Context: an optimization exercise on an open-source flow, tuned for small area. The choices shown serve that exercise and are no tape-out recipe. The RTL was checked by simulation tests, not by an equivalence proof against the original design. Power is estimated from default activity; no workload was simulated.

## boom_pro
module boom_pro(sw7,start,clk,led,seg,sw_input,row,seg_cat,btn6,buzzer,green,red);
Size: about 1300 cells after synthesis, roughly 59 I/O pins, roughly 0.010 mm^2 of cells after synthesis.
Settings: LEC_CHECK=0, CAP_MARGIN=20, CORE_MARGIN=2, CORE_UTILIZATION=70, SLEW_MARGIN=20; clock period 20.0 ns.
standard.sh (not shown) runs the stock make flow with config.mk's settings and CLKGATE_MAP_FILE= SYNTH_SCRIPT=/design/flow/synth_recipe.tcl, a recipe that flattens the netlist after the stock synthesis.
==> flow/flow/run.sh <==
#!/bin/bash
# The standard layout (the standard.sh: ORFS synthesis to final layout)
# with two changes: the port buffers that global placement inserts are
# buf_1 cells, and clock tree synthesis builds a clkbuf_8 root with clkbuf_4
# leaf buffers and no dummy loads.
set -euo pipefail
export BUFFER_PORTS_ARGS="-buffer_cell sky130_fd_sc_hd__buf_1"
export CTS_ARGS="-sink_clustering_enable -repair_clock_nets -dont_use_dummy_load -buf_list sky130_fd_sc_hd__clkbuf_8 -root_buf sky130_fd_sc_hd__clkbuf_8"
bash standard.sh > standard.log 2>&1
Change:
==> flow/run.sh (new file) <==
#!/bin/bash
# synth_recipe.tcl (not shown) runs the flow's synth.tcl, then flattens the netlist and writes it again
# the make line also repeats each setting of config.mk as NAME=value (left out here)
make -C /OpenROAD-flow-scripts/flow DESIGN_CONFIG=/design/flow/config.mk WORK_HOME=/design/flow/orfs CLKGATE_MAP_FILE= SYNTH_SCRIPT=/design/flow/synth_recipe.tcl finish
Settings changed: CTS_BUF_LIST from default to sky130_fd_sc_hd__clkbuf_8.
removed: flow/flow/run.sh
removed: flow/standard.sh
The changed run produced a clean layout.
Combinational power is higher by about 6%.
Wire length increases by 2.3%.
Sequential power barely changes.
Worst hold slack is better by 8.8 ps.
Total power rises by 7.8%.
Design area rose by 4.4%.
First-iteration DRC count is higher by 9.4%.
Global-route usage climbs by 0.84 points.
Count of clock-buffer cells in the layout does not change.

---

boom_pro, a different RTL version from the one above (not shown whole).
Size: about 1300 cells after synthesis, about 140 flip-flops.
export LEC_CHECK = 0
export CAP_MARGIN = 20
export CORE_MARGIN = 2
export CORE_UTILIZATION = 70
export SLEW_MARGIN = 20
create_clock -name core_clock -period 20.0 [get_ports {clk}]
==> flow/flow/run.sh <==
#!/bin/bash
# The standard layout (the standard.sh: ORFS synthesis to final layout)
# with two changes: the port buffers that global placement inserts are
# buf_1 cells, and clock tree synthesis uses clkbuf_8 cells (root and leaf
# buffers) and no dummy loads. standard.sh's output goes to standard.log;
# ORFS keeps each step's log under orfs/logs.
set -euo pipefail
export BUFFER_PORTS_ARGS="-buffer_cell sky130_fd_sc_hd__buf_1"
export CTS_ARGS="-sink_clustering_enable -repair_clock_nets -dont_use_dummy_load -buf_list sky130_fd_sc_hd__clkbuf_8 -root_buf sky130_fd_sc_hd__clkbuf_8 -sink_clustering_size 20 -sink_clustering_max_diameter 100"
bash standard.sh > standard.log 2>&1
The baseline produced a clean layout.
Edit:
--- a/flow/flow/run.sh
+++ b/flow/flow/run.sh
@@ -7,4 +7,4 @@
 set -euo pipefail
 export BUFFER_PORTS_ARGS="-buffer_cell sky130_fd_sc_hd__buf_1"
-export CTS_ARGS="-sink_clustering_enable -repair_clock_nets -dont_use_dummy_load -buf_list sky130_fd_sc_hd__clkbuf_8 -root_buf sky130_fd_sc_hd__clkbuf_8 -sink_clustering_size 20 -sink_clustering_max_diameter 100"
+export CTS_ARGS="-sink_clustering_enable -repair_clock_nets -dont_use_dummy_load -buf_list sky130_fd_sc_hd__clkbuf_8 -root_buf sky130_fd_sc_hd__clkbuf_8 -wire_unit 60"
 bash standard.sh > standard.log 2>&1
=> The changed run completed with no timing, DRC or antenna violations; final area climbs slightly; wire length rises slightly; non-clock buffer count is unchanged; clock skew rose by 10 ps.
Edit:
--- a/flow/flow/run.sh
+++ b/flow/flow/run.sh
@@ -7,4 +7,4 @@
 set -euo pipefail
 export BUFFER_PORTS_ARGS="-buffer_cell sky130_fd_sc_hd__buf_1"
-export CTS_ARGS="-sink_clustering_enable -repair_clock_nets -dont_use_dummy_load -buf_list sky130_fd_sc_hd__clkbuf_8 -root_buf sky130_fd_sc_hd__clkbuf_8 -wire_unit 60"
+export CTS_ARGS="-sink_clustering_enable -repair_clock_nets -dont_use_dummy_load -buf_list sky130_fd_sc_hd__clkbuf_16 -root_buf sky130_fd_sc_hd__clkbuf_16 -sink_clustering_size 40 -sink_clustering_max_diameter 200 -sink_clustering_levels 1"
 bash standard.sh > standard.log 2>&1
Outcome: The changed run finished clean; register-to-register slack is worse by 140 ps; total power goes up by 4.2%; final area rises by 1.2%; synthesized cell count stays the same; routed wire length climbs by about 1.7%; clock skew is lower by 15 ps.
Edit:
--- a/flow/flow/run.sh
+++ b/flow/flow/run.sh
@@ -7,4 +7,4 @@
 set -euo pipefail
 export BUFFER_PORTS_ARGS="-buffer_cell sky130_fd_sc_hd__buf_1"
-export CTS_ARGS="-sink_clustering_enable -repair_clock_nets -dont_use_dummy_load -buf_list sky130_fd_sc_hd__clkbuf_16 -root_buf sky130_fd_sc_hd__clkbuf_16 -sink_clustering_size 40 -sink_clustering_max_diameter 200 -sink_clustering_levels 1"
+export CTS_ARGS="-sink_clustering_enable -repair_clock_nets -dont_use_dummy_load -buf_list sky130_fd_sc_hd__clkbuf_8 -root_buf sky130_fd_sc_hd__clkbuf_8 -sink_clustering_size 30 -sink_clustering_max_diameter 150 -sink_buffer_max_cap_derate 1.0"
 bash standard.sh > standard.log 2>&1
After rerunning: Sequential cell count is unchanged. Wire length drops by 2.3%. Clock skew climbs by 4.4 ps. Design area drops by 1.7%. Critical path depth does not change. Utilization drops by 1.3 points. Worst setup slack improved by 130 ps. Global-route usage drops by 0.89 points.

==> afterwards: timing with drivers on the ports <==
No port has a modelled driver above. Below, the same layouts with a new extraction and two added sets of constraints.
Step 1 (the two cells are an assumption about what drives the block):
set clk [get_ports {clk}]
set_driving_cell -lib_cell sky130_fd_sc_hd__clkbuf_16 $clk
set_driving_cell -lib_cell sky130_fd_sc_hd__buf_2 [delete_from_list [all_inputs] $clk]
Step 2 adds t to the input delays and takes it off the output delays; t is the mean of the earliest and latest rising clock arrival at the registers after step 1. Input paths then give back, and output paths get back, about the clock's delay inside the block.
Slacks: ideal / step 1 / step 2; pairs: ideal / step 1.
run | t, ns | setup WS [ns] | worst setup path after step 2 | worst data-port slew with drivers (ns) | cell pins on the clock port's net
the first run of note 1 | 0.486 | 4.452 / 4.452 / 4.452 | register to register | 0.05 | 1
the second run of note 1 | 0.500 | 4.473 / 4.473 / 4.473 | register to register | 0.04 | 1
the first run of note 2 | 0.494 | 4.754 / 4.754 / 4.754 | register to register | 0.05 | 1
the second run of note 2 | 0.500 | 4.764 / 4.764 / 4.764 | register to register | 0.05 | 1
the third run of note 2 | 0.464 | 4.625 / 4.625 / 4.625 | register to register | 0.05 | 1
the fourth run of note 2 | 0.494 | 4.754 / 4.754 / 4.754 | register to register | 0.05 | 1
After both steps every run listed still meets setup and hold.
